What follows belongs to an exercise in optimizing a design on an open flow for small area; a production flow would make more cautious choices. Function was checked by simulation only, so behaviour that the tests miss may differ from the original. Power figures rest on the tool's default switching activity, not on a simulated workload.

<file path="run.sh">
#!/bin/bash
# synth_recipe.tcl (not shown) runs the flow's synth.tcl, then flattens the netlist and writes it again
# the make line also repeats each setting of config.mk as NAME=value (left out here)
make -C /OpenROAD-flow-scripts/flow DESIGN_CONFIG=/design/flow/config.mk WORK_HOME=/design/flow/orfs CLKGATE_MAP_FILE= SYNTH_SCRIPT=/design/flow/synth_recipe.tcl finish
</file>
<file path="config.mk">
export PLATFORM = sky130hd
export DESIGN_NAME = arm
export DESIGN_NICKNAME = arm
export VERILOG_FILES = /design/flow/design.v
export SDC_FILE = /design/flow/constraint.sdc
export NUM_CORES = 4
export LEC_CHECK = 0
export CAP_MARGIN = 20
export CORE_MARGIN = 2
export CORE_UTILIZATION = 40
export PLACE_DENSITY = 0.6
export SLEW_MARGIN = 20
</file>
<file path="constraint.sdc">
create_clock -name core_clock -period 9.0 [get_ports {clk}]
set_input_delay 1.8000 -clock core_clock [delete_from_list [all_inputs] [get_ports {clk}]]
set_output_delay 1.8000 -clock core_clock [all_outputs]
set_load 0.01 [all_outputs]
</file>
<file path="design.v">
module arm(
    input  logic        clk,
    input  logic        reset,
    output logic [31:0] PC,
    input  logic [31:0] InstrF,
    output logic        MemWrite,
    output logic [31:0] ALUResult,
    output logic [31:0] WriteData,
    input  logic [31:0] ReadData
);
    logic [31:2] pc_q;
    logic [31:2] pc_plus4;
    logic        stall;            
    logic        PCSrcM;           
    logic [31:0] ResM;             
    assign pc_plus4 = pc_q + 30'd1;
    always_ff @(posedge clk or posedge reset) begin
        if (reset)       pc_q <= '0;
        else if (!stall) pc_q <= PCSrcM ? ResM[31:2] : pc_plus4;
    end
    assign PC = {pc_q, 2'b00};
    logic [31:0] InstrD;
    always_ff @(posedge clk) begin
        if (!stall) InstrD <= InstrF;
        if (reset | PCSrcM) InstrD[27:26] <= 2'b11;
    end
    logic [31:0] InstrE;
    logic        validE;
    logic       d_store;
    logic [3:0] ra2_d;
    logic       loadE;
    assign d_store = (InstrD[27:26] == 2'b01) & ~InstrD[20];
    assign ra2_d   = d_store ? InstrD[15:12] : InstrD[3:0];
    assign loadE   = validE & (InstrE[27:26] == 2'b01) & InstrE[20];
    assign stall   = loadE & ((InstrE[15:12] == InstrD[19:16]) |
                              (InstrE[15:12] == ra2_d));
    logic        stalled_last;
    logic [31:2] link_d;
    always_ff @(posedge clk) stalled_last <= stall;
    assign link_d = stalled_last ? pc_plus4 : pc_q;
    logic [31:2] link_e;
    always_ff @(posedge clk) begin
        InstrE <= InstrD;
        link_e <= link_d;
        if (reset) InstrE[27:26] <= 2'b11;
    end
    always_ff @(posedge clk or posedge reset) begin
        if (reset) validE <= 1'b0;
        else       validE <= ~(stall | PCSrcM);
    end
    logic [3:0] flags;             
    logic       e_dp, e_mem, e_load, e_store, e_br, e_link;
    logic [3:0] opc;
    assign e_dp    = (InstrE[27:26] == 2'b00);
    assign e_mem   = (InstrE[27:26] == 2'b01);
    assign e_load  = e_mem & InstrE[20];
    assign e_store = e_mem & ~InstrE[20];
    assign e_br    = (InstrE[27:25] == 3'b101);
    assign e_link  = e_br & InstrE[24];
    assign opc     = InstrE[24:21];
    logic n_f, z_f, c_f, v_f, ge, cond_ok;
    assign {n_f, z_f, c_f, v_f} = flags;
    assign ge = (n_f == v_f);
    always_comb begin
        case (InstrE[31:28])
            4'b0000: cond_ok = z_f;
            4'b0001: cond_ok = ~z_f;
            4'b0010: cond_ok = c_f;
            4'b0011: cond_ok = ~c_f;
            4'b0100: cond_ok = n_f;
            4'b0101: cond_ok = ~n_f;
            4'b0110: cond_ok = v_f;
            4'b0111: cond_ok = ~v_f;
            4'b1000: cond_ok = c_f & ~z_f;
            4'b1001: cond_ok = ~(c_f & ~z_f);
            4'b1010: cond_ok = ge;
            4'b1011: cond_ok = ~ge;
            4'b1100: cond_ok = ~z_f & ge;
            4'b1101: cond_ok = ~(~z_f & ge);
            4'b1110: cond_ok = 1'b1;
            default: cond_ok = 1'b0;
        endcase
    end
    logic exec_e;
    assign exec_e = validE & cond_ok;
    logic is_sub, is_and, is_orr, is_mov, flag_we;
    assign is_sub  = e_dp & (opc == 4'b0010);
    assign is_and  = e_dp & (opc == 4'b0000);
    assign is_orr  = e_dp & (opc == 4'b1100);
    assign is_mov  = e_dp & (opc == 4'b1101);
    assign flag_we = validE & e_dp & ((opc == 4'b0010) | (opc == 4'b0100));
    logic        RegWriteM, MemWriteM, LinkM, MemtoRegM;
    logic [3:0]  WA3M;
    logic [31:0] WriteDataM;
    logic        we_m;
    logic [3:0]  wa_m;
    logic [31:0] wd_m;
    assign we_m = (RegWriteM | LinkM) & (wa_m != 4'd15);
    assign wa_m = LinkM ? 4'd14 : WA3M;
    assign wd_m = MemtoRegM ? ReadData : (LinkM ? WriteDataM : ResM);
    logic [31:0] rf [0:14];
    always_ff @(posedge clk) begin
        if (we_m) rf[wa_m] <= wd_m;
    end
    logic [3:0] ra1, ra2;
    assign ra1 = InstrE[19:16];
    assign ra2 = e_store ? InstrE[15:12] : InstrE[3:0];
    logic byp1, byp2;
    assign byp1 = RegWriteM & (WA3M == ra1) & (WA3M != 4'd15);
    assign byp2 = RegWriteM & (WA3M == ra2) & (WA3M != 4'd15);
    logic [31:0] rd1, rd2;
    always_comb begin
        if (e_br)                     rd1 = {link_e, 2'b00};
        else if (ra1 == 4'd15)        rd1 = {pc_plus4, 2'b00};
        else if (byp1)                rd1 = ResM;
        else                          rd1 = rf[ra1];
        if (e_link)                   rd2 = {link_e, 2'b00};
        else if (ra2 == 4'd15)        rd2 = {pc_plus4, 2'b00};
        else if (byp2)                rd2 = ResM;
        else                          rd2 = rf[ra2];
    end
    logic        use_imm;
    logic [31:0] imm, srcb, srcb_x, alu_out;
    logic [32:0] sum;
    logic        cin;
    assign use_imm = e_br | e_mem | (e_dp & InstrE[25]);
    assign imm = e_br  ? {{6{InstrE[23]}}, InstrE[23:0], 2'b11} :
                 e_mem ? {20'b0, InstrE[11:0]} :
                         {24'b0, InstrE[7:0]};
    assign srcb   = use_imm ? imm : rd2;
    assign srcb_x = is_sub ? ~srcb : srcb;
    assign cin    = is_sub | e_br;      
    assign sum    = {1'b0, rd1} + {1'b0, srcb_x} + {32'b0, cin};
    always_comb begin
        if (is_and)      alu_out = rd1 & srcb;
        else if (is_orr) alu_out = rd1 | srcb;
        else if (is_mov) alu_out = srcb;
        else             alu_out = sum[31:0];
    end
    always_ff @(posedge clk or posedge reset) begin
        if (reset)        flags <= 4'b0;
        else if (flag_we) flags <= {sum[31], sum[31:0] == 32'b0, sum[32],
                                    (rd1[31] == srcb_x[31]) & (rd1[31] ^ sum[31])};
    end
    always_ff @(posedge clk or posedge reset) begin
        if (reset) begin
            RegWriteM <= 1'b0;
            MemWriteM <= 1'b0;
            PCSrcM    <= 1'b0;
            LinkM     <= 1'b0;
        end else begin
            RegWriteM <= exec_e & (e_dp | e_load) & ~PCSrcM;
            MemWriteM <= exec_e & e_store & ~PCSrcM;
            PCSrcM    <= exec_e & e_br & ~PCSrcM;
            LinkM     <= e_link;
        end
    end
    always_ff @(posedge clk) begin
        ResM       <= alu_out;
        WriteDataM <= rd2;
        WA3M       <= InstrE[15:12];
        MemtoRegM  <= e_load;
    end
    assign MemWrite  = MemWriteM;
    assign ALUResult = ResM;
    assign WriteData = WriteDataM;
endmodule
</file>
==> impl_results.md, run 1 <==
- Outcome: timing/DRC/antenna clean
- CP required: roughly 9600 ps
- Critical Path AT: 8390 ps
- Pin count of the biggest net entering global routing: 75
- Vias in the first global route: between 20000 and 30000
- Postcts setup bufs: 0
- Worst-skew pair later-pin latency: 660 ps
- Syn_area_per_cell: approximately 13 um2
- Drt pass-1 iters: 6
- Crit. End Element: flop
- Area of the mapped netlist: approximately 35000 um2
- Maximum VDD drop: 0.000131 V
- Seq cells post-synth: 683
- Remaining Overflow, GRT: 0
- Combinational share of power: 25.3%
- Most frequent cells in the layout: edfxtp_1 (510), nand2_1 (357), mux4_2 (221)
- Wirelength, routed: 131000 um
- Pint: approximately 7.0 mW
- Sw frac: 33.7%
- Row count: between 100 and 150
- Clk_skew: around 42 ps
- WS Path Type: flop to flop
- Die ar.: about 90000 um2
- Ys async rst share: 5.71%
- GP Congestion: 1.01
- Pre-CTS setup slack: about 930 ps
- Top post-synthesis cells by area: edfxtp_1 (44%), mux4_2 (14%), dfxtp_1 (7.7%)
- Distinct cells, synth: 87
- Post-synthesis sequential area ratio: 54.4%
- Clk root buf: clkbuf_16
- Worst-Margin Slew: 1200 ps
- Ys flop type: edfxtp_1
- Crit path launch type: flop
- Total Routing Usage GR: approximately 29%
- CP max FO: 15
- Clock-pin slew on the worst setup and hold paths: 70 ps
- Slew Limit Fails: 0
- Most common cell after layout, fill and taps aside: edfxtp_1
- Area grow syn2layout: 16.6%
- Period minus WS final: about 7800 ps
- Core area: between 80000 and 90000 um2
- Remaining DRCs: 0
- Die width: 299 um
- RSZ-0062 raised after global routing: no
- Drt wl/cell: 32.0 um
- Largest area contributor in the synthesized netlist: edfxtp_1
- CTS tree: done
- TNS Setup: 0 ps
- EDFF count, synth: around 500
- Share of cells above drive strength 1: 17.5%
- CTS Buffer Depth: 3
- Fin area: 40700 um2
- Leak: 13.9 nW
- Max_cap viols: 0
- Vias: 26000
- H-tree Lvls: 3
- Clock sinks: roughly 680
- Drt via density: 6.35
- PostCTS Resize Cnt: 0
- CTS Hold Bufs: 0
- Initial cell density of the core: around two fifths
- Inserted Clock Buffers: 75
- Synth top area share: 43.9%
- Final period util: roughly 87%
- Final setup vio count: 0
- Post-DP HPWL: 90600 um
- DRT antenna net count: 0
- Final net count: between 2000 and 3000
- Fin worst setup slack: 1160 ps
- Ys Warns: 1
- First-pass GRT wire length: around 190000 um
- Min-Delay Path Class: flop to flop
- Switch Pwr: 3.54 mW
- I/O Buffers: 160
- Post-Synthesis Cells: between 2000 and 3000
- Fmax achieved: 127 MHz
- PwrDens: 258 nW/um2
- Die Y-Extent: 299 um
- Clock power frac: 31.4%
- Initial DRC Count: about 3200
- Dpl cell area: 38000 um2
- Slew headroom: around a fifth
- Antenna violations before repair: 2
- Flop pwr share: a little over two fifths
- Io pins: 163
- Hold Vio Cnt, Final: 0
[final cells by class]
type,instances,area [um2]
fillers,7512,45900
flip-flops and latches,683,19000
multi-input cells,1818,15000
repair buffers,269,2470
clock buffers,91,1960
well taps,1155,1450
clock inverters,48,681
inverters,36,135
diodes,2,5.00
[worst max-delay path, cell delays in order, from the launching register on]
cell and delay (ps):
dfxtp_1 650, nor3b_4 600, buf_6 260, mux2_2 480, nand2_1 440, a21oi_2 520
buf_4 400, o21ai_0 150, o22ai_1 530, a22oi_1 200, and3_1 240, a21oi_1 230
ha_1 330, o21a_1 240, a2111oi_2 340, a21boi_2 400, or4_1 210, a21oi_1 120
a211oi_1 390, xnor2_1 190, nor4_1 400, nand4_1 170, o41ai_2 230
[cells in the mapped netlist (7+ instances only)]
cell / instances
inv_1: 34
o21ai_1: 19
xnor2_1: 102
nor2b_1: 10
nor3_1: 24
o21a_1: 8
or3_1: 7
a21oi_1: 120
a211oi_1: 28
nand3_1: 46
and2_1: 12
clkbuf_1: 121
xor2_1: 22
o22ai_1: 39
nand2_1: 357
dfrtp_1: 39
nor3b_1: 7
mux2_2: 12
a221oi_1: 10
buf_6: 13
buf_4: 14
nand4_1: 16
o21ai_0: 176
buf_1: 11
mux4_2: 221
dfxtp_1: 134
edfxtp_1: 510
o211ai_1: 15
and3_1: 15
nand2b_1: 8
ha_1: 32
buf_2: 37
a311oi_1: 10
a22oi_1: 35
nor2_1: 161
nor4_1: 12
a21o_1: 19
mux2i_1: 126
a31oi_1: 22
a211o_1: 7
a22o_1: 9
[registers in the layout, summed over array words and instances (netlist names), 4 cells and up]
name	cells
InstrE	32
InstrD	32
WA3M	4
pc_q	30
WriteDataM	32
flags	4
link_e	30
rf	480
ResM	32
[stage by stage]
stage / power, mW / hold slack [ps] / cells / util (%)
6_report: 10.5 / 340 / 4102 / 47.0
5_1_grt: 10.8 / 349 / 4100 / 47.0
2_1_floorplan: 5.72 / 323 / 2734 / -
3_5_place_dp: 7.17 / 327 / 3960 / 43.9
3_3_place_gp: 7.14 / 327 / 3957 / 43.9
4_1_cts: 10.5 / 341 / 4099 / 46.9
[power by group through the flow]
stage / logic, mW / clock network [mW] / registers, mW
2_1_floorplan: 1.40 / 0 / 4.31
3_3_place_gp: 2.57 / 0 / 4.57
3_5_place_dp: 2.59 / 0 / 4.58
4_1_cts: 2.61 / 3.33 / 4.51
5_1_grt: 2.81 / 3.46 / 4.54
6_report: 2.65 / 3.30 / 4.55
[path summary, 6_finish.rpt]
path / slack (ps) / end / start / cells after the start
max in group asynchronous: 6610 / LinkM$_DFF_PP0_ / reset / 3
min in group asynchronous: 1760 / MemWriteM$_DFF_PP0_ / reset / 3
setup reg to reg: 1160 / flags[2]$_DFFE_PP0P_ / InstrE[26]$_SDFF_PP1_ / 22
hold / removal: 340 / InstrE[21]$_DFF_P_ / InstrD[21]$_DFFE_PN_ / 0
setup / recovery: 1160 / flags[2]$_DFFE_PP0P_ / InstrE[26]$_SDFF_PP1_ / 22
hold reg to reg: 340 / InstrE[21]$_DFF_P_ / InstrD[21]$_DFFE_PN_ / 0
[kinds of logic (layout without fill, tap and decap cells)]
kind of cell,Yosys count,count (layout),share of synthesized area (%)
fa+ha+maj,34,34,1.26
mux,364,364,18.6
simple gates,695,695,8.63
xor+xnor,124,124,3.11
compound gates,599,599,11.0
buf+inv,233,444,3.07
other cells,1,4,0.0107
flops,683,683,54.4
[layer usage]
metal | routed length, um | share of wire [%] | global-route usage [%] | vias to the layer above
li1 | - | - | - | 10900
met1 | 50600 | 38 | 38.8 | 13200
met2 | 60700 | 46 | 45.8 | 1652
met3 | 12700 | 9.6 | 5.01 | 326
met4 | 7430 | 5.7 | 14.1 | 2
met5 | 11 | 0.0084 | 0 | -
==> run 2, diff against run 1 <==
--- a/design.v
+++ b/design.v
@@ -1,2 +1,15 @@
+module rdport (
+    input  logic [479:0] regs,      
+    input  logic [14:0]  sel,       
+    input  logic         sel_a, sel_b, sel_c,
+    input  logic [31:0]  a, b, c,
+    output logic [31:0]  rd
+);
+    always_comb begin
+        rd = ({32{sel_a}} & a) | ({32{sel_b}} & b) | ({32{sel_c}} & c);
+        for (int i = 0; i < 15; i++)
+            rd = rd | ({32{sel[i]}} & regs[32*i +: 32]);
+    end
+endmodule
 module arm(
     input  logic        clk,
@@ -109,15 +122,26 @@
     assign byp1 = RegWriteM & (WA3M == ra1) & (WA3M != 4'd15);
     assign byp2 = RegWriteM & (WA3M == ra2) & (WA3M != 4'd15);
+    logic        l1, p1, b1, l2, p2, b2;
+    logic [14:0] s1, s2;
+    assign l1 = e_br;
+    assign p1 = ~e_br & (ra1 == 4'd15);
+    assign b1 = ~e_br & byp1;
+    assign l2 = e_link;
+    assign p2 = ~e_link & (ra2 == 4'd15);
+    assign b2 = ~e_link & byp2;
+    always_comb begin
+        for (int i = 0; i < 15; i++) begin
+            s1[i] = ~e_br & ~byp1 & (ra1 == 4'(i));
+            s2[i] = ~e_link & ~byp2 & (ra2 == 4'(i));
+        end
+    end
+    logic [479:0] regs;
+    always_comb
+        for (int i = 0; i < 15; i++) regs[32*i +: 32] = rf[i];
     logic [31:0] rd1, rd2;
-    always_comb begin
-        if (e_br)                     rd1 = {link_e, 2'b00};
-        else if (ra1 == 4'd15)        rd1 = {pc_plus4, 2'b00};
-        else if (byp1)                rd1 = ResM;
-        else                          rd1 = rf[ra1];
-        if (e_link)                   rd2 = {link_e, 2'b00};
-        else if (ra2 == 4'd15)        rd2 = {pc_plus4, 2'b00};
-        else if (byp2)                rd2 = ResM;
-        else                          rd2 = rf[ra2];
-    end
+    rdport port1 (.regs(regs), .sel(s1), .sel_a(l1), .sel_b(p1), .sel_c(b1),
+                  .a({link_e, 2'b00}), .b({pc_plus4, 2'b00}), .c(ResM), .rd(rd1));
+    rdport port2 (.regs(regs), .sel(s2), .sel_a(l2), .sel_b(p2), .sel_c(b2),
+                  .a({link_e, 2'b00}), .b({pc_plus4, 2'b00}), .c(ResM), .rd(rd2));
     logic        use_imm;
     logic [31:0] imm, srcb, srcb_x, alu_out;
--- a/config.mk
+++ b/config.mk
@@ -8,5 +8,9 @@
 export CAP_MARGIN = 20
 export CORE_MARGIN = 2
-export CORE_UTILIZATION = 40
-export PLACE_DENSITY = 0.6
+export CORE_UTILIZATION = 60
+export CTS_BUF_LIST = sky130_fd_sc_hd__clkbuf_2 sky130_fd_sc_hd__clkbuf_4
+export CTS_CLUSTER_SIZE = 30
+export PLACE_DENSITY = 0.7
 export SLEW_MARGIN = 20
+export SYNTH_HIERARCHICAL = 1
+export SYNTH_MINIMUM_KEEP_SIZE = 0
==> impl_results.md, run 2 <==
- Initial cell density of the core: 60.7%
- Clk_skew: 70.2 ps
- Vias: 28200
- Final period util: 90.0%
- Inserted Clock Buffers: 172
- H-tree Lvls: 4
- Worst-skew pair later-pin latency: 1080 ps
- Clock power frac: 28.6%
- Ys Warns: 8
- Ys async rst share: 5.71%
- Io pins: 163
- Die ar.: 56200 um2
- Clock sinks: roughly 700
- Post-DP HPWL: between 80000 and 90000 um
- Clock-pin slew on the worst setup and hold paths: approximately 70 ps
- Area grow syn2layout: 15.6%
- Share of cells above drive strength 1: 16.7%
- Fmax achieved: 124 MHz
- CTS tree: done
- Hold Vio Cnt, Final: 0
- Remaining Overflow, GRT: 0
- Postcts setup bufs: 0
- Initial DRC Count: 4826
- Synth top area share: 47.0%
- Min-Delay Path Class: flop to flop
- Pint: 6.41 mW
- Leak: 12.9 nW
- Clk root buf: clkbuf_4
- Most flops, register: rf
- Final setup vio count: 0
- Drt wl/cell: ~33 um
- TNS Setup: 0 ps
- DRT antenna net count: 0
- CP max FO: 17
- Fin area: about 38000 um2
- Switch Pwr: ~3.4 mW
- First-pass GRT wire length: 176000 um
- Pin count of the biggest net entering global routing: 77
- CP most frequent cell: nand4_1
- Commonest cells in the netlist: edfxtp_1 (510), a22oi_1 (218), a22o_1 (188)
- Crit path launch type: flop
- Seq cells post-synth: 683
- Crit. End Element: flop
- Reg2Reg Setup Slack: 900 ps
- Max FFs per register: 480
- Post-synthesis sequential area ratio: 58.2%
- Power Total: approximately 9.9 mW
- Combinational share of power: 25.3%
- Top-count cell post-synth: edfxtp_1
- Max_cap viols: 0
- Worst-Margin Slew: 1270 ps
- Dpl cell area: 35200 um2
- Vias in the first global route: 26700
- Area of the mapped netlist: 32600 um2
- I/O Buffers: 160
- Final net count: 3051
- CP required: 9980 ps
- EDFF count, synth: 510
- CP max stage cell: nor2_2
- Period minus WS final: 8100 ps
- RSZ-0062 raised after global routing: no
- Drt pass-1 iters: 7
- Outcome: timing/DRC/antenna clean
- Syn_area_per_cell: 12.1 um2
- GP Congestion: between 1 and 1.5
- Die Y-Extent: 237 um
- Slew headroom: approximately 15%
- Flop pwr share: 46.1%
- Core area: 53700 um2
- Most common cell after layout, fill and taps aside: edfxtp_1
- Drt via density: 7.40
- Delay of the slowest critical-path stage: 980 ps
- PostCTS Resize Cnt: 0
- Fillers: 3917
- Antenna violations before repair: 4
- Largest area contributor in the synthesized netlist: edfxtp_1
- Top post-synthesis cells by area: edfxtp_1 (47%), dfxtp_1 (8.2%), a22o_1 (5.1%)
- CTS Hold Bufs: 0
- Ys flop type: edfxtp_1
- Row count: 85
- Post-Synthesis Cells: 2690
- Critical Path AT: a little over 9000 ps
- Wirelength, routed: about 120000 um
- PwrDens: 262 nW/um2
- CTS Buffer Depth: 3
- Die width: around 240 um
- Maximum VDD drop: 0.000179 V
- Remaining DRCs: 0
- Distinct cells, synth: 79
- Most frequent cells in the layout: edfxtp_1 (510), clkbuf_4 (264), a22oi_1 (218)
- Sw frac: 35.0%
- WS Path Type: flop to flop
- Slew Limit Fails: 0
- Total Routing Usage GR: between 40 and 50%
-- run 2: path summary, 6_finish.rpt --
kind                                         to                  start  cells past startpoint
min in group asynchronous   MemWriteM$_DFF_PP0_                  reset                      2
setup reg to reg           flags[2]$_DFFE_PP0P_  InstrE[26]$_SDFF_PP1_                     28
hold / removal                InstrE[4]$_DFF_P_    InstrD[4]$_DFFE_PN_                      0
setup / recovery           flags[2]$_DFFE_PP0P_  InstrE[26]$_SDFF_PP1_                     28
hold reg to reg               InstrE[4]$_DFF_P_    InstrD[4]$_DFFE_PN_                      0
max in group asynchronous  pc_q[28]$_DFFE_PP0N_                  reset                      3
-- run 2: cell type report --
cell class	instances	area, um2	area share [%]
Antenna cell	7	17.5	0.0465
Clock buffer	264	1980	5.26
Clock inverter	60	398	1.06
Inverter	24	90.1	0.239
Multi-Input combinational cell	1784	12800	33.9
Sequential cell	683	19000	50.4
Tap cell	696	871	2.31
Timing Repair Buffer	286	2550	6.78
-- run 2: per-module statistics from Yosys, one instance, submodules excluded --
| module | copies in the design | flops+latches |
|---|---|---|
| rdport | 2 | 0 |
| arm | 1 | 683 |
-- run 2: cells by family (layout without fill, tap and decap cells) --
logic type,Yosys count,after routing,synth area share [%]
XOR/XNOR,125,125,3.36
multiplexers,68,68,2.12
flip-flops,683,683,58.2
other,1,17,0.0115
AO/OA/AOI/OAI,965,965,22.4
AND/OR/NAND/NOR,582,582,9.00
buffers and inverters,232,634,3.49
adder cells (fa/ha/maj),34,34,1.35
-- run 2: per-layer routing --
| metal | GRT usage [%] | wire length [um] |
|---|---|---|
| met2 | 63.2 | 52900 |
| met4 | 21.6 | 6410 |
| met3 | 15.4 | 20700 |
| met1 | 58.5 | 44300 |
| met5 | 0 | 12 |
-- run 2: through the flow --
step | setup slack, ps | utilization (%) | std cells | hold WS [ps]
after floorplan | 2710 | - | 2699 | 323
after detailed placement | 1170 | 65.6 | 3472 | 330
after CTS | 1150 | 70.0 | 3796 | 348
final | 904 | 70.1 | 3804 | 346
after global placement | 1380 | 65.6 | 3472 | 329
after global routing | 409 | 70.1 | 3802 | 350
-- run 2: critical path: cells and delay by family, from the launching register on --
family	cells	cell delay (ps)
and+or+nand+nor	12	3620
xor gates and xnor gates	1	230
buffers and inverters	2	360
AOI/OAI and AO/OA	10	2190
adders and majority gates	1	380
muxes	2	690
DFF	1	570
-- run 2: power groups by stage --
| stage | sequential, mW | combinational [mW] | clock, mW |
|---|---|---|---|
| finish | 4.54 | 2.49 | 2.82 |
| CTS | 4.49 | 2.40 | 2.82 |
| floorplan | 4.32 | 1.27 | 0 |
| global placement | 4.55 | 2.34 | 0 |
| detailed placement | 4.56 | 2.39 | 0 |
| global route | 4.54 | 2.62 | 3.00 |
==> run 3, diff against run 2 <==
--- a/config.mk
+++ b/config.mk
@@ -8,8 +8,7 @@
 export CAP_MARGIN = 20
 export CORE_MARGIN = 2
-export CORE_UTILIZATION = 60
-export CTS_BUF_LIST = sky130_fd_sc_hd__clkbuf_2 sky130_fd_sc_hd__clkbuf_4
-export CTS_CLUSTER_SIZE = 30
-export PLACE_DENSITY = 0.7
+export CORE_UTILIZATION = 40
+export CTS_BUF_LIST = sky130_fd_sc_hd__clkbuf_4 sky130_fd_sc_hd__clkbuf_8
+export PLACE_DENSITY = 0.6
 export SLEW_MARGIN = 20
 export SYNTH_HIERARCHICAL = 1
==> impl_results.md, run 3 <==
- Die ar.: 83700 um2
- Synth top area share: a little under half
- Area of the mapped netlist: 32600 um2
- Seq cells post-synth: between 600 and 700
- Most frequent cells in the layout: edfxtp_1 (510), a22oi_1 (218), a22o_1 (188)
- Post-Synth Simple-Gate Area: 9.00%
- XOR/XNOR Fraction of Synth Area: 3.36%
- CP required: ~9600 ps
- Ys Warns: 8
- Final setup vio count: 0
- DRT antenna net count: 0
- CP max stage cell: o311ai_0
- Core area: around 81000 um2
- First-pass GRT wire length: around 180000 um
- TNS Setup: 0 ps
- I/O Buffers: 160
- Leak: 12.7 nW
- Ys flop type: edfxtp_1
- WS Path Type: flop to flop
- Antenna violations before repair: 5
- Post-Synthesis Cells: 2690
- Most common cell after layout, fill and taps aside: edfxtp_1
- Maximum VDD drop: between 0.0001 and 0.00015 V
- Largest area contributor in the synthesized netlist: edfxtp_1
- Final Instance Count excl. Fillers: slightly above 4000
- Clk root buf: clkbuf_8
- Max FFs per register: 480
- Drt wl/cell: 32.2 um
- Top-count cell post-synth: edfxtp_1
- Fin area: 38000 um2
- PostCTS Resize Cnt: 0
- Slew Limit Fails: 0
- Remaining Overflow, GRT: 0
- Min-Delay Path Class: flop to flop
- Share of cells above drive strength 1: between 10 and 15%
- Dpl cell area: 35700 um2
- Initial cell density of the core: 40.4%
- Vias: 26700
- Crit path launch type: flop
- Placed Cells: about 3800
- CP max FO: 18
- Worst-skew pair later-pin latency: 760 ps
- Commonest cells in the netlist: edfxtp_1 (510), a22oi_1 (218), a22o_1 (188)
- Row count: 104
- Period minus WS final: 8150 ps
- Area grow syn2layout: 16.7%
- Critical Path AT: 8790 ps
- Top post-synthesis cells by area: edfxtp_1 (47%), dfxtp_1 (8.2%), a22o_1 (5.1%)
- Clk_skew: 68.2 ps
- Slew headroom: 26.3%
- Most flops, register: rf
- Clock-pin slew on the worst setup and hold paths: ~60 ps
- Distinct cells, synth: 79
- CTS Hold Bufs: 0
- PwrDens: 262 nW/um2
- Max_cap viols: 0
- Wirelength, routed: approximately 130000 um
- Vias in the first global route: 25600
- Io pins: ~160
- Final period util: about nine tenths
- Die width: 289 um
- Inserted Clock Buffers: 111
- Worst-Margin Slew: 1100 ps
- Pin count of the biggest net entering global routing: 76
- CTS tree: done
- Drt pass-1 iters: 8
- Final net count: 2978
- Remaining DRCs: 0
- Outcome: timing/DRC/antenna clean
- Syn_area_per_cell: 12.1 um2
- Delay of the slowest critical-path stage: 700 ps
- Initial DRC Count: between 3000 and 4000
- Postcts setup bufs: 0
- Fmax achieved: 123 MHz
- Crit. End Element: flop
- Largest family of logic cells by synthesized area: compound AO/OA/AOI/OAI gates
- Multiplexer share of the synthesized area: 2.12%
- Clock sinks: 683
- GP Congestion: 0.958
- Post-synthesis adder-cell area fraction: 1.35%
- CTS Buffer Depth: 3
- RSZ-0062 raised after global routing: no
- Post-synthesis sequential area ratio: 58.2%
- Hold Vio Cnt, Final: 0
- H-tree Lvls: 3
- Drt via density: 6.62
- Ys async rst share: ~5.7%
- Die Y-Extent: 289 um
- Post-DP HPWL: 86700 um
- Fraction of the mapped netlist area in compound gates: about 22%
- EDFF count, synth: 510
- Total Routing Usage GR: a little under a third
- Power Total: 9.94 mW
run 3: area by class of cell:
cell class	count	area (um2)
fillers	7191	42500
diodes	3	7.51
flip-flops and latches	683	19000
well taps	1060	1330
multi-input cells	1784	12800
clock buffers	155	1910
clock inverters	56	418
inverters	24	90.1
repair buffers	274	2470
run 3: cells by family after synthesis:
family / after synthesis
AO/OA/AOI/OAI: 965
flip-flops: 683
AND/OR/NAND/NOR: 582
buffers and inverters: 232
XOR/XNOR: 125
multiplexers: 68
adder cells (fa/ha/maj): 34
other: 1
run 3: path summary, 6_finish.rpt:
path	from	to	slack, ps	depth (start not counted)
min in group asynchronous	reset	flags[2]$_DFFE_PP0P_	1450	2
min reg2reg	InstrD[9]$_DFFE_PN_	InstrE[9]$_DFF_P_	340	0
min	InstrD[9]$_DFFE_PN_	InstrE[9]$_DFF_P_	340	0
max in group asynchronous	reset	LinkM$_DFF_PP0_	6540	3
max reg2reg	InstrE[26]$_SDFF_PP1_	ResM[28]$_DFF_P_	850	28
max	InstrE[26]$_SDFF_PP1_	ResM[28]$_DFF_P_	850	28
run 3: per-stage QoR:
step	hold slack, ps	util (%)	setup slack [ps]
final	342	47.2	851
after global routing	351	47.2	341
after CTS	344	47.2	969
after detailed placement	328	44.3	973
after global placement	330	44.3	1110
after floorplan	323	-	2710
run 3: power by group:
| group | switching (mW) | internal, mW |
|---|---|---|
| Clock | 1.32 | 1.52 |
| Combinational | 1.59 | 0.959 |
| Sequential | 0.588 | 3.96 |
run 3: layer usage:
metal	up-vias	share of wire, %	global-route usage [%]
li1	11300	-	-
met1	13400	40	40.6
met2	1779	45	47.3
met3	313	12	7.78
met4	2	3.6	11.0
met5	-	0.0092	0
run 3: modules after synthesis, one instance, submodules excluded:
module	cells	times used
rdport	406	2
arm	1878	1
run 3: critical path: cells and delay by family (launching register included):
| kind | cells | cell delay, ps |
|---|---|---|
| compound gates | 10 | 3200 |
| buf+inv | 3 | 660 |
| fa+ha+maj | 1 | 250 |
| xor+xnor | 1 | 140 |
| simple gates | 10 | 2310 |
| mux | 3 | 940 |
| flops | 1 | 560 |
==> run 4, diff against run 3 <==
--- a/design.v
+++ b/design.v
@@ -2,10 +2,10 @@
     input  logic [479:0] regs,      
     input  logic [14:0]  sel,       
-    input  logic         sel_a, sel_b, sel_c,
-    input  logic [31:0]  a, b, c,
+    input  logic         sel_b, sel_c,
+    input  logic [31:0]  b, c,
     output logic [31:0]  rd
 );
     always_comb begin
-        rd = ({32{sel_a}} & a) | ({32{sel_b}} & b) | ({32{sel_c}} & c);
+        rd = ({32{sel_b}} & b) | ({32{sel_c}} & c);
         for (int i = 0; i < 15; i++)
             rd = rd | ({32{sel[i]}} & regs[32*i +: 32]);
@@ -122,16 +122,16 @@
     assign byp1 = RegWriteM & (WA3M == ra1) & (WA3M != 4'd15);
     assign byp2 = RegWriteM & (WA3M == ra2) & (WA3M != 4'd15);
-    logic        l1, p1, b1, l2, p2, b2;
+    logic [31:0] pcv;
+    assign pcv = e_br ? {link_e, 2'b00} : {pc_plus4, 2'b00};
+    logic        p1, b1, p2, b2;
     logic [14:0] s1, s2;
-    assign l1 = e_br;
-    assign p1 = ~e_br & (ra1 == 4'd15);
-    assign b1 = ~e_br & byp1;
-    assign l2 = e_link;
-    assign p2 = ~e_link & (ra2 == 4'd15);
-    assign b2 = ~e_link & byp2;
+    assign p1 = e_br | (~is_mov & (ra1 == 4'd15));
+    assign b1 = ~e_br & ~is_mov & byp1 & (ra1 != 4'd15);
+    assign p2 = e_br | (ra2 == 4'd15);
+    assign b2 = ~e_br & byp2 & (ra2 != 4'd15);
     always_comb begin
         for (int i = 0; i < 15; i++) begin
-            s1[i] = ~e_br & ~byp1 & (ra1 == 4'(i));
-            s2[i] = ~e_link & ~byp2 & (ra2 == 4'(i));
+            s1[i] = ~e_br & ~is_mov & ~byp1 & (ra1 == 4'(i));
+            s2[i] = ~e_br & ~byp2 & (ra2 == 4'(i));
         end
     end
@@ -140,12 +140,12 @@
         for (int i = 0; i < 15; i++) regs[32*i +: 32] = rf[i];
     logic [31:0] rd1, rd2;
-    rdport port1 (.regs(regs), .sel(s1), .sel_a(l1), .sel_b(p1), .sel_c(b1),
-                  .a({link_e, 2'b00}), .b({pc_plus4, 2'b00}), .c(ResM), .rd(rd1));
-    rdport port2 (.regs(regs), .sel(s2), .sel_a(l2), .sel_b(p2), .sel_c(b2),
-                  .a({link_e, 2'b00}), .b({pc_plus4, 2'b00}), .c(ResM), .rd(rd2));
+    rdport port1 (.regs(regs), .sel(s1), .sel_b(p1), .sel_c(b1),
+                  .b(pcv), .c(ResM), .rd(rd1));
+    rdport port2 (.regs(regs), .sel(s2), .sel_b(p2), .sel_c(b2),
+                  .b(pcv), .c(ResM), .rd(rd2));
     logic        use_imm;
     logic [31:0] imm, srcb, srcb_x, alu_out;
-    logic [32:0] sum;
-    logic        cin;
+    logic [31:0] g0, p0, gk, pk, cy, sum;
+    logic        cin, cout, logic_op;
     assign use_imm = e_br | e_mem | (e_dp & InstrE[25]);
     assign imm = e_br  ? {{6{InstrE[23]}}, InstrE[23:0], 2'b11} :
@@ -155,14 +155,31 @@
     assign srcb_x = is_sub ? ~srcb : srcb;
     assign cin    = is_sub | e_br;      
-    assign sum    = {1'b0, rd1} + {1'b0, srcb_x} + {32'b0, cin};
-    always_comb begin
-        if (is_and)      alu_out = rd1 & srcb;
-        else if (is_orr) alu_out = rd1 | srcb;
-        else if (is_mov) alu_out = srcb;
-        else             alu_out = sum[31:0];
-    end
+    assign g0 = rd1 & srcb_x;
+    assign p0 = rd1 ^ srcb_x;
+    always_comb begin
+        gk = g0;
+        pk = p0;
+        gk[0] = g0[0] | (p0[0] & cin);
+        for (int l = 0; l < 5; l++)
+            for (int i = 0; i < 32; i++)
+                if ((i + 1) % (2 << l) == 0) begin
+                    gk[i] = gk[i] | (pk[i] & gk[i - (1 << l)]);
+                    pk[i] = pk[i] & pk[i - (1 << l)];
+                end
+        for (int l = 3; l >= 0; l--)
+            for (int i = 0; i < 32; i++)
+                if ((i + 1) % (2 << l) == (1 << l) && i >= (2 << l)) begin
+                    gk[i] = gk[i] | (pk[i] & gk[i - (1 << l)]);
+                    pk[i] = pk[i] & pk[i - (1 << l)];
+                end
+    end
+    assign cy   = {gk[30:0], cin};
+    assign cout = gk[31];
+    assign sum  = p0 ^ cy;
+    assign logic_op = is_and | is_orr;
+    assign alu_out  = logic_op ? (g0 | ({32{is_orr}} & p0)) : sum;
     always_ff @(posedge clk or posedge reset) begin
         if (reset)        flags <= 4'b0;
-        else if (flag_we) flags <= {sum[31], sum[31:0] == 32'b0, sum[32],
+        else if (flag_we) flags <= {sum[31], sum == 32'b0, cout,
                                     (rd1[31] == srcb_x[31]) & (rd1[31] ^ sum[31])};
     end
==> impl_results.md, run 4 <==
- Die ar.: 81400 um2
- Worst-skew pair later-pin latency: 750 ps
- DRT antenna net count: 0
- Slew headroom: around an eighth
- Hold Vio Cnt, Final: 0
- Reg2Reg Setup Slack: 880 ps
- Critical Path AT: 8790 ps
- Ys flop type: edfxtp_1
- TNS Setup: 0 ps
- PwrDens: 263 nW/um2
- Syn_area_per_cell: 12.3 um2
- CP max FO: 15
- Initial cell density of the core: 40.2%
- GP Congestion: 0.995
- CTS tree: done
- Inserted Clock Buffers: approximately 110
- Ys Warns: 8
- CP required: 9670 ps
- R2R cell count: 34
- Crit path max-delay family: simple AND/OR/NAND/NOR gates
- Drt wl/cell: 31.2 um
- Initial DRC Count: 3425
- Pin count of the biggest net entering global routing: 86
- Die Y-Extent: 285 um
- Commonest cells in the netlist: edfxtp_1 (510), a22oi_1 (281), nand2_1 (224)
- Delay of the slowest critical-path stage: a little over 800 ps
- Critical path origin: InstrE[27]$_SDFF_PP1_
- Io pins: 163
- Maximum VDD drop: 0.000101 V
- EDFF count, synth: 510
- Crit. End Element: flop
- Clk root buf: clkbuf_8
- RSZ-0062 raised after global routing: no
- Antenna violations before repair: 7
- Area grow syn2layout: 17.6%
- Critical path depth: 34
- Largest area contributor in the synthesized netlist: edfxtp_1
- CP most frequent cell: o21ai_0
- Most flops, register: rf
- WS Path Type: flop to flop
- First-pass GRT wire length: 172000 um
- Clock-pin slew on the worst setup and hold paths: around 60 ps
- Row count: slightly above 100
- Crit path launch type: flop
- Clock sinks: roughly 680
- Drt pass-1 iters: 9
- Vias in the first global route: 24900
- Max FFs per register: 480
- Post-DP HPWL: 79300 um
- PostCTS Resize Cnt: 0
- Final setup vio count: 0
- CTS Buffer Depth: 3
- Die width: 285 um
- I/O Buffers: 160
- Top post-synthesis cells by area: edfxtp_1 (48%), dfxtp_1 (8.5%), a22oi_1 (6.7%)
- Critical Path Sink: flags[2]$_DFFE_PP0P_
- Slew Limit Fails: 0
- Share of cells above drive strength 1: 14.2%
- Vias: 25100
- Leak: 12.7 nW
- Fmax achieved: 123 MHz
- Reg2reg end: flags[2]$_DFFE_PP0P_
- H-tree Lvls: 3
- Distinct cells, synth: 69
- Clk_skew: 33.9 ps
- Seq cells post-synth: 683
- Min-Delay Path Class: flop to flop
- CP max stage cell: nor2_2
- Post-Synthesis Cells: between 2000 and 3000
- Power Total: about 9.8 mW
- Most frequent cells in the layout: edfxtp_1 (510), a22oi_1 (281), nand2_1 (224)
- Worst-Margin Slew: between 1000 and 1500 ps
- Remaining DRCs: 0
- Remaining Overflow, GRT: 0
- Drt via density: 6.40
- Core area: 78600 um2
- Outcome: timing/DRC/antenna clean
- Period minus WS final: 8120 ps
- Worst Path Buf+Inv: 3
- Final period util: 90.2%
- Most common cell after layout, fill and taps aside: edfxtp_1
- CTS Hold Bufs: 0
- Ys async rst share: 5.71%
- Post-synthesis sequential area ratio: 60.0%
- Top-count cell post-synth: edfxtp_1
- Worst Hold Launch: InstrD[7]$_DFFE_PN_
- Total Routing Usage GR: 29.3%
- Postcts setup bufs: 0
- Synth top area share: 48.4%
- Final net count: 2894
- Max_cap viols: 0
- Wirelength, routed: 122000 um
- Area of the mapped netlist: 31600 um2
- Reg2Reg Launch Point: InstrE[27]$_SDFF_PP1_
## run 4: final cells by class
type,instances,area [um2]
clock buffer,166,2010
tap,1050,1310
clock inverter,44,370
inverter,43,161
multi-input combinational,1656,11900
timing repair buffer,283,2520
antenna,2,5.00
sequential,683,19000
fill,7062,41400
## run 4: worst reg2reg max path: cells and delay by family, from the launching register on
kind	cells	cell delay (ps)
xor+xnor	2	230
fa+ha+maj	2	940
mux	2	540
flops	1	340
simple gates	13	3360
buf+inv	3	600
compound gates	12	2030
## run 4: through the flow
stage | setup slack (ps) | area (um2) | hold WS [ps] | util (%) | std cells
global placement | 1290 | 34800 | 329 | 44.3 | 3714
global route | 459 | 37200 | 349 | 47.3 | 3926
CTS | 1060 | 37200 | 343 | 47.3 | 3925
detailed placement | 1140 | 34800 | 327 | 44.3 | 3715
finish | 883 | 37200 | 338 | 47.3 | 3927
floorplan | 2500 | 31700 | 323 | - | 2576
## run 4: report_power, final
part           internal, mW  switching (mW)  total [mW]
Combinational         0.955            1.54        2.49
Clock                  1.60            1.29        2.89
Sequential             3.95           0.441        4.40
Total                  6.51            3.27        9.78
## run 4: metal layers
metal	track usage [%]	part of all wire [%]
met3	10.1	13
met5	0	0.038
met2	46.1	45
met4	11.8	4.0
met1	37.1	38
## run 4: cell families (layout without fill, tap and decap cells)
kind of cell | Yosys count | in the layout | synth area share [%]
AOI/OAI and AO/OA | 821 | 821 | 19.8
xor gates and xnor gates | 121 | 121 | 3.35
adders and majority gates | 50 | 50 | 2.38
buffers and inverters | 237 | 536 | 3.55
DFF | 683 | 683 | 60.0
muxes | 52 | 52 | 1.65
other | 1 | 8 | 0.0119
and+or+nand+nor | 606 | 606 | 9.29
## run 4: modules after synthesis (local to each module, per instance)
module  cells  flops+latches  times used  cell area, um2
arm      1765            683           1           25800
rdport    403              0           2            2940
## run 4: worst min path at each step
| stage | to | slack, ps | cells after the start |
|---|---|---|---|
| floorplan | InstrE[10]$_DFF_P_ | 320 | 0 |
| global placement | InstrE[24]$_DFF_P_ | 330 | 0 |
| detailed placement | InstrE[30]$_DFF_P_ | 330 | 0 |
| CTS | InstrE[7]$_DFF_P_ | 340 | 0 |
| global route | InstrE[29]$_DFF_P_ | 350 | 0 |
| finish | InstrE[7]$_DFF_P_ | 340 | 0 |
==> run 5, diff against run 4 <==
==> flow/run.sh (new file) <==
#!/bin/bash
# Own layout flow: the standard layout (standard.sh, standard synthesis
# included) with two changes: the port buffers are the smallest buffer
# cell, and clock tree synthesis inserts no dummy loads.
set -euo pipefail
export BUFFER_PORTS_ARGS="-buffer_cell sky130_fd_sc_hd__buf_1"
export CTS_ARGS="-sink_clustering_enable -repair_clock_nets -dont_use_dummy_load -buf_list sky130_fd_sc_hd__clkbuf_16 -sink_clustering_size 22 -sink_clustering_max_diameter 80"
bash standard.sh finish > standard_flow.log 2>&1
==> standard.sh (new file) <==
#!/bin/bash
# synth_recipe.tcl (not shown) runs the flow's synth.tcl, then flattens the netlist and writes it again
# the make line also repeats each setting of config.mk as NAME=value (left out here)
make -C /OpenROAD-flow-scripts/flow DESIGN_CONFIG=/design/flow/config.mk WORK_HOME=/design/flow/orfs CLKGATE_MAP_FILE= SYNTH_SCRIPT=/design/flow/synth_recipe.tcl "${@:-finish}"
removed: run.sh
==> impl_results.md, run 5 <==
- Syn_area_per_cell: 12.3 um2
- Post-synthesis sequential area ratio: 60.0%
- Hold Vio Cnt, Final: 0
- Clock-pin slew on the worst setup and hold paths: around 90 ps
- PostCTS Resize Cnt: 0
- Vias in the first global route: 23900
- Top post-synthesis cells by area: edfxtp_1 (48%), dfxtp_1 (8.5%), a22oi_1 (6.7%)
- Clk root buf: clkbuf_16
- Maximum VDD drop: 0.000142 V
- Worst-skew pair later-pin latency: 620 ps
- CP required: 9530 ps
- Post-DP HPWL: 79600 um
- Die Y-Extent: 285 um
- Clk_skew: 69.8 ps
- CTS Buffer Depth: 3
- Slew headroom: 16.5%
- Power Total: around 8.4 mW
- First-pass GRT wire length: 173000 um
- Fin worst setup slack: 814 ps
- CTS Hold Bufs: 0
- Final setup vio count: 0
- Worst-Margin Slew: 1240 ps
- Inserted Clock Buffers: 41
- I/O Buffers: 160
- Period minus WS final: 8190 ps
- Share of cells above drive strength 1: a little under a tenth
- Final period util: between 90% and 100%
- Remaining DRCs: 0
- Distinct cells, synth: between 60 and 70
- Area of the multi-input gates: 11900 um2
- Critical Path AT: 8710 ps
- RSZ-0062 raised after global routing: no
- Final net count: 2819
- Crit path launch type: flop
- Total Routing Usage GR: between 20% and 30%
- PwrDens: 241 nW/um2
- Drt wl/cell: between 30 and 40 um
- Die width: 285 um
- Seq cells post-synth: 683
- Antenna diodes: 0
- Fillers: approximately 7200
- Pre-CTS setup slack: between 900 and 1000 ps
- CTS tree: done
- Initial cell density of the core: 40.2%
- Delay of the slowest critical-path stage: between 800 and 900 ps
- Clock sinks: slightly below 700
- Antenna violations before repair: 4
- H-tree Lvls: 2
- Io pins: 163
- TNS Setup: 0 ps
- Row count: between 100 and 150
- Fin area: 34900 um2
- Max FFs per register: 480
- Worst hold path depth: 0
- Pin count of the biggest net entering global routing: 88
- Crit. End Element: flop
- Largest area contributor in the synthesized netlist: edfxtp_1
- Remaining Overflow, GRT: 0
- Top-count cell post-synth: edfxtp_1
- Slew Limit Fails: 0
- Most flops, register: rf
- Wirelength, routed: 124000 um
- Register area: 19000 um2
- Drt pass-1 iters: 9
- GP Congestion: 0.991
- Ys flop type: edfxtp_1
- CP max FO: 24
- CP max stage cell: nor2_4
- Postcts setup bufs: 0
- EDFF count, synth: 510
- Commonest cells in the netlist: edfxtp_1 (510), a22oi_1 (281), nand2_1 (224)
- Vias: between 20000 and 30000
- Fmax achieved: 122 MHz
- Max_cap viols: 0
- Post-Synthesis Cells: 2571
- Dpl cell area: 33800 um2
- DRT antenna net count: 0
- Min-Delay Path Class: flop to flop
- Outcome: timing/DRC/antenna clean
- Initial DRC Count: 3848
- Ys Warns: 8
- Leak: 11.5 nW
- Core area: 78600 um2
- Most frequent cells in the layout: edfxtp_1 (510), a22oi_1 (281), nand2_1 (224)
- Synth top area share: around half
- Most common cell after layout, fill and taps aside: edfxtp_1
- WS Path Type: flop to flop
- Area of the mapped netlist: 31600 um2
- Die ar.: roughly 80000 um2
- R2R cell count: 31
- Area grow syn2layout: 10.3%
- Drt via density: 6.69
- Ys async rst share: 5.71%
## run 5: changes by cell type in the layout (fill, tap and decap cells not counted), sizes merged
cell / change
clkbuf: -125
bufinv: -6
clkdlybuf4s50: -160
clkinv: -33
inv: -4
diode: -2
clkinvlp: -1
buf: +155
## run 5: power by group
group          switching [mW]  internal, mW
Clock                    1.02         0.811
Combinational            1.40         0.716
Sequential              0.500          3.95
## run 5: path summary, 6_finish.rpt
kind	start	to	slack [ps]
setup / recovery	InstrE[26]$_SDFF_PP1_	flags[2]$_DFFE_PP0P_	810
hold / removal	InstrD[6]$_DFFE_PN_	InstrE[6]$_DFF_P_	340
setup reg to reg	InstrE[26]$_SDFF_PP1_	flags[2]$_DFFE_PP0P_	810
hold reg to reg	InstrD[6]$_DFFE_PN_	InstrE[6]$_DFF_P_	340
max in group asynchronous	reset	pc_q[27]$_DFFE_PP0N_	6970
min in group asynchronous	reset	MemWriteM$_DFF_PP0_	1390
## run 5: area by class of cell
| cell class | count | area share (%) |
|---|---|---|
| sequential | 683 | 54.4 |
| multi-input combinational | 1656 | 34.2 |
| timing repair buffer | 278 | 4.25 |
| tap | 1050 | 3.77 |
| clock buffer | 41 | 2.94 |
| inverter | 43 | 0.466 |
## run 5: layer usage
layer	routed length [um]	share of wire [%]	vias up	global-route usage (%)
met4	6130	4.9	2	13.1
met1	46600	38	12500	38.9
met5	14	0.011	-	0
li1	-	-	10400	-
met3	16100	13	349	7.73
met2	55400	45	1884	45.9
## run 5: through the flow
stage | cells | hold slack, ps | util (%)
floorplan | 2576 | 323 | -
global placement | 3709 | 328 | 43.0
detailed placement | 3709 | 327 | 43.0
CTS | 3750 | 344 | 44.4
global route | 3751 | 350 | 44.4
finish | 3751 | 341 | 44.4
## run 5: cell families after synthesis
kind of cell,Yosys count,synth area share (%)
adder cells (fa/ha/maj),50,2.38
multiplexers,52,1.65
AO/OA/AOI/OAI,821,19.8
buffers and inverters,237,3.55
other,1,0.0119
flip-flops,683,60.0
XOR/XNOR,121,3.35
AND/OR/NAND/NOR,606,9.29
## run 5: critical path, delay by kind of cell, from the launching register on
| family | cells | cell delay [ps] |
|---|---|---|
| AO/OA/AOI/OAI | 10 | 1980 |
| XOR/XNOR | 2 | 450 |
| adder cells (fa/ha/maj) | 3 | 1190 |
| buffers and inverters | 5 | 720 |
| flip-flops | 1 | 310 |
| multiplexers | 1 | 450 |
| AND/OR/NAND/NOR | 10 | 3020 |
## run 5: modules after synthesis, one instance, submodules excluded
module / area, um2 / copies in the design / cells inside / flip-flops and latches
arm: 25800 / 1 / 1765 / 683
rdport: 2940 / 2 / 403 / 0
==> run 6, diff against run 5 <==
==> flow/run.sh (replaced) <==
#!/bin/bash
# Own layout flow: the standard layout (standard.sh, standard synthesis
# included) with two changes: the port buffers are the smallest buffer
# cell, and clock tree synthesis inserts no dummy loads.
set -euo pipefail
export BUFFER_PORTS_ARGS="-buffer_cell sky130_fd_sc_hd__buf_1"
export CTS_ARGS="-sink_clustering_enable -repair_clock_nets -dont_use_dummy_load -buf_list sky130_fd_sc_hd__clkbuf_8"
bash standard.sh finish > standard_flow.log 2>&1
==> impl_results.md, run 6 <==
- Outcome: timing/DRC/antenna clean
- CP max stage cell: nor2_4
- Io pins: 163
- Crit. End Element: flop
- Synth top area share: 48.4%
- Area of the mapped netlist: roughly 32000 um2
- Post-DP HPWL: 79600 um
- Final Instance Count excl. Fillers: 3822
- Fin worst setup slack: 758 ps
- Distinct cells, synth: 69
- Drt via density: between 6 and 7
- Postcts setup bufs: 0
- Delay of the slowest critical-path stage: 880 ps
- Row count: 103
- XOR/XNOR Fraction of Synth Area: under 10%
- Maximum VDD drop: 0.000104 V
- CTS tree: done
- CP max FO: 24
- Max_cap viols: 0
- Total Routing Usage GR: 29.9%
- Final period util: slightly above 90%
- Inserted Clock Buffers: around 110
- Pre-CTS setup slack: 995 ps
- Flop pwr share: 50.7%
- Fraction of the mapped netlist area in compound gates: 19.8%
- Initial cell density of the core: 40.2%
- Vias: around 25000
- Area grow syn2layout: 11.9%
- Syn_area_per_cell: 12.3 um2
- CTS Buffer Depth: 3
- Sw frac: 34.6%
- Leak: 11.8 nW
- Die ar.: roughly 81000 um2
- Fmax achieved: 121 MHz
- Fillers: between 7000 and 8000
- Placed Cells: 3709
- Pint: 5.76 mW
- Max FFs per register: between 400 and 500
- Wirelength, routed: 125000 um
- Ys Warns: 8
- Core area: 78600 um2
- RSZ-0062 raised after global routing: no
- Clock power frac: 25.2%
- Multiplexer share of the synthesized area: 1.65%
- PostCTS Resize Cnt: 0
- EDFF count, synth: 510
- Min-Delay Path Class: flop to flop
- Pin count of the biggest net entering global routing: 88
- Die width: 285 um
- Top post-synthesis cells by area: edfxtp_1 (48%), dfxtp_1 (8.5%), a22oi_1 (6.7%)
- Post-Synth Simple-Gate Area: slightly above 9%
- PwrDens: 249 nW/um2
- Top-count cell post-synth: edfxtp_1
- Critical Path AT: approximately 8900 ps
- Largest area contributor in the synthesized netlist: edfxtp_1
- Fin area: 35400 um2
- Slew Limit Fails: 0
- Worst Hold Launch: InstrD[22]$_DFFE_PN_
- Combinational share of power: 24.1%
- Drt pass-1 iters: 10
- Crit path launch type: flop
- WS Path Type: flop to flop
- Worst-skew pair later-pin latency: a little under 800 ps
- Drt wl/cell: 32.8 um
- Clock sinks: 683
- Post-synthesis sequential area ratio: between 50% and 60%
- DRT antenna net count: 0
- Remaining Overflow, GRT: 0
- GP Congestion: 0.991
- Die Y-Extent: roughly 290 um
- Hold Vio Cnt, Final: 0
- Ys async rst share: roughly 5.7%
- Dpl cell area: approximately 34000 um2
- Post-synthesis adder-cell area fraction: roughly 2.4%
- Final setup vio count: 0
- First-pass GRT wire length: 175000 um
- Initial DRC Count: roughly 4000
- CP required: 9620 ps
- Clk root buf: clkbuf_8
- Most frequent cells in the layout: edfxtp_1 (510), a22oi_1 (281), nand2_1 (224)
- Share of cells above drive strength 1: a little under an eighth
- Period minus WS final: 8240 ps
- CTS Hold Bufs: 0
- Critical path origin: InstrE[26]$_SDFF_PP1_
- Remaining DRCs: 0
- Reg2Reg Launch Point: InstrE[26]$_SDFF_PP1_
- Switch Pwr: slightly above 3 mW
- Clk_skew: between 70 and 80 ps
- Seq cells post-synth: just under 700
- Antenna violations before repair: 5
- I/O Buffers: 160
- Ys flop type: edfxtp_1
- Worst-Margin Slew: 1230 ps
- Post-Synthesis Cells: about 2600
- Vias in the first global route: 24500
- Final net count: 2889
- Most common cell after layout, fill and taps aside: edfxtp_1
- Largest family of logic cells by synthesized area: compound AO/OA/AOI/OAI gates
- Clock-pin slew on the worst setup and hold paths: ~60 ps
- Commonest cells in the netlist: edfxtp_1 (510), a22oi_1 (281), nand2_1 (224)
- Most flops, register: rf
- Slew headroom: 17.2%
- TNS Setup: 0 ps
- H-tree Lvls: 3
-- run 6: cell counts after synthesis --
Identical to the previous run, type by type.
-- run 6: modules after synthesis, one instance, submodules excluded --
module	times used	cell area [um2]
arm	1	25800
rdport	2	2940
-- run 6: per-layer routing --
layer / wire length, um / vias to the layer above / share of wire (%) / GRT usage, %
li1: - / 10500 / - / -
met1: 46600 / 12600 / 37 / 38.7
met2: 56300 / 1990 / 45 / 46.3
met3: 16900 / 351 / 13 / 8.84
met4: 5630 / 4 / 4.5 / 13.9
met5: 27 / - / 0.022 / 0
-- run 6: kinds of logic (layout without fill, tap and decap cells) --
| logic type | count (synthesis) | count (layout) |
|---|---|---|
| flip-flops | 683 | 683 |
| AO/OA/AOI/OAI | 821 | 821 |
| buffers and inverters | 237 | 432 |
| AND/OR/NAND/NOR | 606 | 606 |
| XOR/XNOR | 121 | 121 |
| multiplexers | 52 | 52 |
| adder cells (fa/ha/maj) | 50 | 50 |
| other | 1 | 7 |
-- run 6: worst paths after layout --
check                                        to  depth (start not counted)  slack (ps)
max reg2reg                flags[2]$_DFFE_PP0P_                         31         760
max in group asynchronous      PCSrcM$_DFF_PP0_                          2        7130
min reg2reg                  InstrE[22]$_DFF_P_                          0         340
max                        flags[2]$_DFFE_PP0P_                         31         760
min                          InstrE[22]$_DFF_P_                          0         340
min in group asynchronous   MemWriteM$_DFF_PP0_                          2        1290
-- run 6: critical path, delay by kind of cell (launching register included) --
kind	cells	cell delay, ps
and+or+nand+nor	10	3010
AOI/OAI and AO/OA	10	1990
adders and majority gates	3	1180
buffers and inverters	5	730
muxes	1	450
xor gates and xnor gates	2	450
DFF	1	310
-- run 6: stage by stage --
step / utilization [%] / power [mW] / hold WS, ps
floorplan: - / 5.45 / 323
global placement: 43.0 / 6.49 / 328
detailed placement: 43.0 / 6.55 / 327
CTS: 45.0 / 8.74 / 336
global route: 45.0 / 9.12 / 342
finish: 45.0 / 8.80 / 338
-- run 6: layout make-up --
type	instances	area, um2	share of cell area, %
diodes	1	2.50	0.00707
clock buffers	112	1540	4.35
inverters	43	163	0.460
multi-input cells	1656	11900	33.7
flip-flops and latches	683	19000	53.6
well taps	1050	1310	3.71
repair buffers	277	1480	4.18
-- run 6: power groups by stage --
stage	Sequential [mW]	Clock (mW)	Combinational, mW
after floorplan	4.29	0	1.15
final	4.46	2.22	2.12
after global placement	4.48	0	2.01
after detailed placement	4.49	0	2.06
after CTS	4.44	2.24	2.06
after global routing	4.48	2.37	2.27
==> run 7, diff against run 6 <==
--- a/flow/run.sh
+++ b/flow/run.sh
@@ -5,4 +5,4 @@
 set -euo pipefail
 export BUFFER_PORTS_ARGS="-buffer_cell sky130_fd_sc_hd__buf_1"
-export CTS_ARGS="-sink_clustering_enable -repair_clock_nets -dont_use_dummy_load -buf_list sky130_fd_sc_hd__clkbuf_8"
+export CTS_ARGS="-sink_clustering_enable -repair_clock_nets -dont_use_dummy_load -buf_list sky130_fd_sc_hd__clkbuf_16 -sink_clustering_size 30 -sink_clustering_max_diameter 70"
 bash standard.sh finish > standard_flow.log 2>&1
==> config.mk (replaced) <==
export PLATFORM = sky130hd
export DESIGN_NAME = arm
export DESIGN_NICKNAME = arm
export VERILOG_FILES = /design/flow/design.v
export SDC_FILE = /design/flow/constraint.sdc
export NUM_CORES = 4
export LEC_CHECK = 0
export CAP_MARGIN = 10
export CORE_MARGIN = 2
export CORE_UTILIZATION = 40
export PLACE_DENSITY = 0.6
export SLEW_MARGIN = 10
export SYNTH_HIERARCHICAL = 1
export SYNTH_MINIMUM_KEEP_SIZE = 0
==> impl_results.md, run 7 <==
- Outcome: timing/DRC/antenna clean
- DR WL met2: 55500 um
- Commonest cells in the netlist: edfxtp_1 (510), a22oi_1 (281), nand2_1 (224)
- Synth top area share: 48.4%
- Max FFs per register: 480
- Worst-Margin Slew: between 1000 and 1500 ps
- First-pass GRT wire length: 173000 um
- Crit path launch type: flop
- Initial cell density of the core: 40.2%
- Final period util: about nine tenths
- Initial DRC Count: 3805
- Die width: 285 um
- Remaining Overflow, GRT: 0
- Vias in the first global route: 23900
- CTS Hold Bufs: 0
- Row count: 103
- Io pins: between 150 and 200
- Crit. End Element: flop
- Worst hold path depth: 0
- Syn_area_per_cell: approximately 12 um2
- Worst Hold Launch: InstrD[29]$_DFFE_PN_
- Core area: about 79000 um2
- Hold Vio Cnt, Final: 0
- Remaining DRCs: 0
- Post-Synthesis Cells: roughly 2600
- Die Y-Extent: 285 um
- Seq cells post-synth: 683
- EDFF count, synth: 510
- Fmax achieved: around 120 MHz
- Ys Warns: 8
- Antenna diodes: 0
- Wirelength, routed: 124000 um
- TNS Setup: 0 ps
- CP max stage cell: nor2_4
- Largest area contributor in the synthesized netlist: edfxtp_1
- Delay of the slowest critical-path stage: 900 ps
- Fin area: 34800 um2
- Postcts setup bufs: 0
- Most frequent cells in the layout: edfxtp_1 (510), a22oi_1 (281), nand2_1 (224)
- Fillers: 7271
- Leak: between 10 and 15 nW
- WS Path Type: flop to flop
- Vias: 25000
- GP Congestion: 0.991
- Clk_skew: 60.6 ps
- Worst-skew pair later-pin latency: 630 ps
- Met3 wire length: 15300 um
- Reg2Reg Launch Point: InstrE[26]$_SDFF_PP1_
- RSZ-0062 raised after global routing: no
- CTS tree: done
- WHS Endpoint: InstrE[29]$_DFF_P_
- Share of cells above drive strength 1: 9.34%
- Period minus WS final: 8220 ps
- Area grow syn2layout: 10.0%
- Inserted Clock Buffers: 39
- H-tree Lvls: 2
- Ys async rst share: 5.71%
- CP required: 9540 ps
- Min-Delay Path Class: flop to flop
- Reg2Reg Setup Slack: between 700 and 800 ps
- Ys flop type: edfxtp_1
- Crit path max-delay family: simple AND/OR/NAND/NOR gates
- R2R cell count: 32
- Dpl cell area: 33800 um2
- Clock sinks: 683
- Max_cap viols: 0
- Distinct cells, synth: 69
- Drt pass-1 iters: 9
- Pin count of the biggest net entering global routing: between 80 and 90
- Worst Path Buf+Inv: 5
- Final net count: 2816
- Drt wl/cell: about 33 um
- Total Routing Usage GR: 29.5%
- Maximum VDD drop: 0.000120 V
- Top Layer Used: met4
- Post-synthesis sequential area ratio: approximately three fifths
- CP max FO: 24
- Most flops, register: rf
- Clk root buf: clkbuf_16
- Power Total: ~8.3 mW
- Slew headroom: 6.60%
- PwrDens: 240 nW/um2
- Slew Limit Fails: 0
- Most common cell after layout, fill and taps aside: edfxtp_1
- Critical path depth: 32
- Post-DP HPWL: 79600 um
- Top post-synthesis cells by area: edfxtp_1 (48%), dfxtp_1 (8.5%), a22oi_1 (6.7%)
- Top-count cell post-synth: edfxtp_1
- PostCTS Resize Cnt: 0
- I/O Buffers: 160
- Antenna violations before repair: 4
- WL met1: roughly 47000 um
- Clock-pin slew on the worst setup and hold paths: 90 ps
- Die ar.: 81400 um2
- Area of the mapped netlist: 31600 um2
- CTS Buffer Depth: 3
- Final setup vio count: 0
- Critical Path AT: around 8800 ps
- DRT antenna net count: 0
- Reg2reg end: flags[2]$_DFFE_PP0P_
- Drt via density: roughly 6.7
## run 7: cell count changes in the layout (fill, tap and decap cells not counted)
cell,previous run,this run
clkbuf_8,112,0
or2_4,1,0
o21ai_1,11,8
inv_2,1,2
or2_2,5,6
clkinv_2,1,0
diode_2,1,0
clkbuf_16,0,39
o21ai_0,120,124
nor3_2,16,18
nor3_4,4,2
o21ai_2,2,1
## run 7: worst max-delay path by stage
stage,startpoint,endpoint,slack [ps]
2_1_floorplan,InstrE[27]$_SDFF_PP1_,flags[2]$_DFFE_PP0P_,2500
3_3_place_gp,InstrE[26]$_SDFF_PP1_,flags[2]$_DFFE_PP0P_,1180
3_5_place_dp,InstrE[26]$_SDFF_PP1_,flags[2]$_DFFE_PP0P_,1010
4_1_cts,InstrE[26]$_SDFF_PP1_,flags[2]$_DFFE_PP0P_,1010
5_1_grt,InstrE[26]$_SDFF_PP1_,flags[2]$_DFFE_PP0P_,430
6_report,InstrE[26]$_SDFF_PP1_,flags[2]$_DFFE_PP0P_,780
## run 7: area by class of cell
type / count / area [um2] / share of cell area (%)
inverters: 43 / 161 / 0.464
repair buffers: 277 / 1480 / 4.25
well taps: 1050 / 1310 / 3.77
flip-flops and latches: 683 / 19000 / 54.5
clock buffers: 39 / 976 / 2.80
multi-input cells: 1656 / 11900 / 34.2
## run 7: cell families (layout without fill, tap and decap cells)
group / after synthesis / in the layout / synth area share, %
other: 1 / 6 / 0.0119
xor gates and xnor gates: 121 / 121 / 3.35
DFF: 683 / 683 / 60.0
adders and majority gates: 50 / 50 / 2.38
muxes: 52 / 52 / 1.65
AOI/OAI and AO/OA: 821 / 821 / 19.8
and+or+nand+nor: 606 / 606 / 9.29
buffers and inverters: 237 / 359 / 3.55
## run 7: worst register-to-register path: cells and delay by family (launching register included)
family	cells	cell delay, ps
AOI/OAI and AO/OA	10	1980
xor gates and xnor gates	2	340
adders and majority gates	3	1180
buffers and inverters	5	710
DFF	1	310
muxes	1	440
and+or+nand+nor	11	3190
## run 7: report_power, final
part | total [mW] | internal, mW | switching, mW | leakage, nW
combinational | 2.12 | 0.714 | 1.40 | 4.74
clock | 1.78 | 0.774 | 1.01 | 0.481
sequential | 4.45 | 3.95 | 0.499 | 6.25
## run 7: per-layer routing
layer	global-route usage [%]	up-vias
li1	-	10400
met1	38.7	12500
met2	46.1	1758
met3	7.86	346
met4	12.9	0
met5	0	-
## run 7: metrics by stage
stage	hold slack, ps	util [%]	setup WS, ps	cells
6_report	338	44.3	780	3748
5_1_grt	348	44.3	433	3748
4_1_cts	341	44.3	1010	3748
3_5_place_dp	327	43.0	1010	3709
3_3_place_gp	328	43.0	1180	3709
2_1_floorplan	323	-	2500	2576
## run 7: modules after synthesis, one instance, submodules excluded
module | cells inside | area (um2) | copies in the design
arm | 1765 | 25800 | 1
rdport | 403 | 2940 | 2

-- afterwards: timing with drivers on the ports --
In the flow no input, the clock included, has a driving cell. The finished layouts below were timed again as built, in two steps. Step 1, drivers: a clkbuf_16 drives clk and a buf_2 each remaining input, both assumed. Step 2 adds t to the input delays and takes it off the output delays; t is the mean of the earliest and latest rising clock arrival at the registers after step 1. Input paths then give back, and output paths get back, about the clock's delay inside the block. Three values: ideal, step 1, step 2; two values: the first two.
run | t (ns) | slack for setup (ns) | worst setup path at the end | worst register clock-pin slew, ns
run 1 | 0.704 | 1.156 / 1.156 / 1.156 | register to register | 0.07 / 0.07
run 2 | 1.104 | 0.904 / 0.904 / 0.904 | register to register | 0.08 / 0.08
run 3 | 0.787 | 0.851 / 0.851 / 0.851 | register to register | 0.07 / 0.07
run 4 | 0.794 | 0.883 / 0.883 / 0.883 | register to register | 0.07 / 0.07
run 5 | 0.652 | 0.814 / 0.814 / 0.814 | register to register | 0.09 / 0.09
run 6 | 0.795 | 0.758 / 0.758 / 0.758 | register to register | 0.06 / 0.06
run 7 | 0.664 | 0.780 / 0.780 / 0.780 | register to register | 0.11 / 0.11
After both steps setup and hold are still met in every run listed.
